Background: an optimization exercise with open tools, aiming at small area. Do not read the settings as production practice.
The RTL was checked by simulation tests, not by an equivalence proof against the original design.
Power and IR drop assume default switching activity.

## lane 5
==> flow/design.v (excerpt) <==
module PWM_Generator (
	input clk,
	input rst,
	input [7:0] DUTY_CYCLE,
	input [15:0] ADC,
	input [9:0] PWM_PERIOD, DEAD_TIME,
	output reg PWM_UP, PWM_DOWN, Complete, ADC_Test
);
==> flow/config.mk <==
export PLATFORM = sky130hd
export DESIGN_NAME = PWM_Generator
export DESIGN_NICKNAME = PWM_Generator
export VERILOG_FILES = /design/flow/design.v
export SDC_FILE = /design/flow/constraint.sdc
export NUM_CORES = 4
export LEC_CHECK = 0
export CAP_MARGIN = 20
export CORE_MARGIN = 2
export CORE_UTILIZATION = 40
export GPL_TIMING_DRIVEN = 0
export SLEW_MARGIN = 20
export SYNTH_HIERARCHICAL = 1
export SYNTH_MINIMUM_KEEP_SIZE = 0
==> flow/constraint.sdc <==
create_clock -name core_clock -period 7.0 [get_ports {clk}]
set_input_delay 1.4000 -clock core_clock [delete_from_list [all_inputs] [get_ports {clk}]]
set_output_delay 1.4000 -clock core_clock [all_outputs]
set_load 0.01 [all_outputs]
standard.sh (not shown) runs the stock make flow with config.mk's settings and CLKGATE_MAP_FILE= SYNTH_SCRIPT=/design/flow/synth_recipe.tcl, a recipe that flattens the netlist after the stock synthesis.
==> flow/flow/run.sh <==
#!/bin/bash
set -e
ARGS=(BUFFER_PORTS_ARGS="-buffer_cell sky130_fd_sc_hd__buf_1" RECOVER_POWER=100
      REMOVE_ABC_BUFFERS=1 SKIP_REPAIR_TIE_FANOUT=1
      CTS_ARGS="-sink_clustering_enable -repair_clock_nets -dont_use_dummy_load -buf_list {sky130_fd_sc_hd__clkbuf_2 sky130_fd_sc_hd__clkbuf_4}")
bash standard.sh synth > standard_synth.log 2>&1
DOWNSIZE_MAX_FANOUT=4 DOWNSIZE_ODB=orfs/results/sky130hd/PWM_Generator/base/1_synth.odb \
  openroad -no_init -exit flow/downsize.tcl > downsize.log 2>&1
bash standard.sh "${ARGS[@]}" finish > standard.log 2>&1
==> flow/flow/downsize.tcl <==
# Resize every combinational cell with at most DOWNSIZE_MAX_FANOUT loads of the synthesized netlist to the smallest drive strength
# of its own cell family (same function and pins). Flip-flops keep their cell type. The
# later repair steps of the standard flow size up again whatever timing needs.
set odb $::env(DOWNSIZE_ODB)
read_db $odb
set db [ord::get_db]
set block [[$db getChip] getBlock]
set n 0
foreach inst [$block getInsts] {
  set m [$inst getMaster]
  set name [$m getName]
  if {![regexp {^(sky130_fd_sc_hd__)([a-z0-9]+)_([0-9]+)$} $name -> pre fam drive]} { continue }
  if {[string match "df*" $fam] || [string match "*buf*" $fam] || $fam eq "conb"} { continue }
  # keep the synthesized size of cells driving many loads
  set fanout 0
  foreach it [$inst getITerms] {
    if {[$it isOutputSignal]} {
      set net [$it getNet]
      if {$net ne "NULL"} { set fanout [expr {$fanout + [llength [$net getITerms]] - 1}] }
    }
  }
  if {$fanout > $::env(DOWNSIZE_MAX_FANOUT)} { continue }
  set best ""
  set best_area 1e9
  foreach d {0 1 2 4} {
    set cand [$db findMaster "${pre}${fam}_$d"]
    if {$cand eq "NULL"} { continue }
    set a [expr {[$cand getWidth] * [$cand getHeight]}]
    if {$a < $best_area} { set best $cand; set best_area $a }
  }
  if {$best ne "" && [$best getName] ne $name} {
    set cur_area [expr {[$m getWidth] * [$m getHeight]}]
    if {$best_area < $cur_area} {
      $inst swapMaster $best
      incr n
    }
  }
}
puts "downsized $n instances"
write_db $odb
In lane 5 the implementation completed, yet the final layout does not meet the checks, the culprit being max-capacitance violations, max-slew violations.
> inputs changed (lane 5 -> lane 1)
diff --git a/flow/design.v b/flow/design.v
--- a/flow/design.v
+++ b/flow/design.v
@@ -1,25 +1,24 @@
 module PWM_Generator (
 	input clk,
 	input rst,
 	input [7:0] DUTY_CYCLE,
 	input [15:0] ADC,
 	input [9:0] PWM_PERIOD, DEAD_TIME,
 	output reg PWM_UP, PWM_DOWN, Complete, ADC_Test
 );
 	reg [9:0] counter;
 	reg [9:0] up_time_n;
 	reg up_cin_n;
 	reg lt;
-	reg uz;           
 	reg adc_gt;
 	reg Fault;
 	reg next_UP, next_DOWN;
 	wire pp1 = ~(PWM_PERIOD[0] & DUTY_CYCLE[0]);
 	wire pp2 = ~(PWM_PERIOD[0] & DUTY_CYCLE[1]);
 	wire pp3 = ~(PWM_PERIOD[0] & DUTY_CYCLE[2]);
 	wire pp4 = ~(PWM_PERIOD[0] & DUTY_CYCLE[3]);
 	wire pp5 = ~(PWM_PERIOD[0] & DUTY_CYCLE[4]);
 	wire pp6 = ~(PWM_PERIOD[0] & DUTY_CYCLE[5]);
 	wire pp7 = ~(PWM_PERIOD[0] & DUTY_CYCLE[6]);
 	wire pp8 = ~(PWM_PERIOD[0] & DUTY_CYCLE[7]);
 	wire pp9 = ~(PWM_PERIOD[1] & DUTY_CYCLE[0]);
@@ -413,53 +412,50 @@
 	wire m337;
 	pwm_maj u_m337(.a(PWM_PERIOD[8]), .b(~DEAD_TIME[9]), .c(m336), .y(m337));
 	wire g338 = PWM_PERIOD[9] | m337;
 	wire g339 = g328 | ~g338;
 	wire [9:0] cinc = {hs230, hs228, hs226, hs224, hs222, hs220, hs218, hs216, hs214, ~counter[0]};
 	wire [9:0] prod_n = {c213, s212, s210, s208, s206, s204, s202, s200, s198, s196};
 	wire wrap = (|PWM_PERIOD) & ~(~g242);
 	wire ge_h = c306;
 	wire cinc_c = hc231;
 	always @(posedge clk) begin
 		if (rst) begin
 			counter <= 10'd0;
-			uz <= 1'b1;
+			up_time_n <= 10'h3ff;
+			up_cin_n <= 1'b1;
 			lt <= 1'b0;
 			adc_gt <= 1'b0;
 			Fault <= 1'b0;
 			next_UP <= 1'b0;
 			next_DOWN <= 1'b0;
 			PWM_UP <= 1'b0;
 			PWM_DOWN <= 1'b0;
 			Complete <= 1'b0;
 			ADC_Test <= 1'b0;
 		end else begin
 			counter <= wrap ? 10'd0 : cinc;
 			if (wrap) begin
-				uz <= 1'b0;
+				up_time_n <= prod_n;
+				up_cin_n <= m195;
 				adc_gt <= ADC > 16'd10;
 			end
-			lt <= ~uz & ((wrap | cinc_c) ? (~g286) : (~g276));
+			lt <= (wrap | cinc_c) ? (~g286) : (~g276);
 			next_UP <= lt & ge_h;
-			next_DOWN <= ge_h & ~(~uz & (~m316)) & (g339);
+			next_DOWN <= ge_h & ~(~m316) & (g339);
 			if (!Fault) begin
 				Complete <= wrap;
 				ADC_Test <= adc_gt;
 			end
 			PWM_UP <= next_UP & ~Fault;
 			PWM_DOWN <= next_DOWN & ~Fault;
 			Fault <= Fault | (next_UP & next_DOWN);
 		end
 	end
-	always @(posedge clk)
-		if (wrap) begin
-			up_time_n <= prod_n;
-			up_cin_n <= m195;
-		end
 endmodule
 module pwm_fa(input a, input b, input c, output s, output co);
 	assign s = a ^ b ^ c;
 	assign co = (a & b) | (a & c) | (b & c);
 endmodule
 module pwm_maj(input a, input b, input c, output y);
 	assign y = (a & b) | (a & c) | (b & c);
 endmodule
[summary]
Lane 1 completed; timing, DRC and antenna clean
Lane 1 vs lane 5 — post-route total power dropped by a few percent
Lane 1 — setup slack on the worst flop-to-flop path 0.05 ns higher, lane 5 as reference
Reported for lane 1 and lane 5, number of setup violations in the final report turned out identical to the last digit.
Of lane 1 and lane 5, it is lane 1 that has the higher height of the chip.
Delta (lane 1 minus lane 5): combinational share of power rose 5.0 points; first-pass GRT wire length rose about 5.6%; count of plain and timing-repair buffers in the layout rose 1; number of global-route vias before repair rose 137.
Final instance area: lane 5 vs lane 1, no meaningful difference
Relative to lane 5, the instance area at placement measured on lane 1 has increased slightly.
Layout net count delta for lane 1 relative to lane 5: 25 higher
Taking lane 5 as the reference, in lane 1 total routing resource utilization after global routing lower, multi-input logic cell count higher.
When the final numbers for lane 1 and lane 5 were put side by side, the logic depth of the worst path, buffers included turned out to be greater in lane 1.

-- re-timing with driven ports --
In the flow no input, the clock included, has a driving cell. The finished layouts below were timed again as built, in two steps. Step 1 (the two cells are an assumption about what drives the block):
set clk [get_ports {clk}]
set_driving_cell -lib_cell sky130_fd_sc_hd__clkbuf_16 $clk
set_driving_cell -lib_cell sky130_fd_sc_hd__buf_2 [delete_from_list [all_inputs] $clk]
Step 2 adds t to the input delays and takes it off the output delays; t is the mean of the earliest and latest rising clock arrival at the registers after step 1. Input paths then give back, and output paths get back, about the clock's delay inside the block. Three values: no drivers, after step 1, after step 2; two values: the first two.
| run | shift t [ns] | setup slack, ns | worst setup path after step 2 | worst data-port slew with drivers (ns) | pins driven straight from the clock port |
|---|---|---|---|---|---|
| lane 5 | 0.335 | 0.161 / 0.141 / -0.193 | input to register | 0.05 | 1 |
| lane 1 | 0.336 | 0.199 / 0.196 / -0.140 | input to register | 0.04 | 1 |
For lane 5, which loses most, drivers alone change the setup slack by -0.020 ns; drivers and shift together by -0.354 ns.
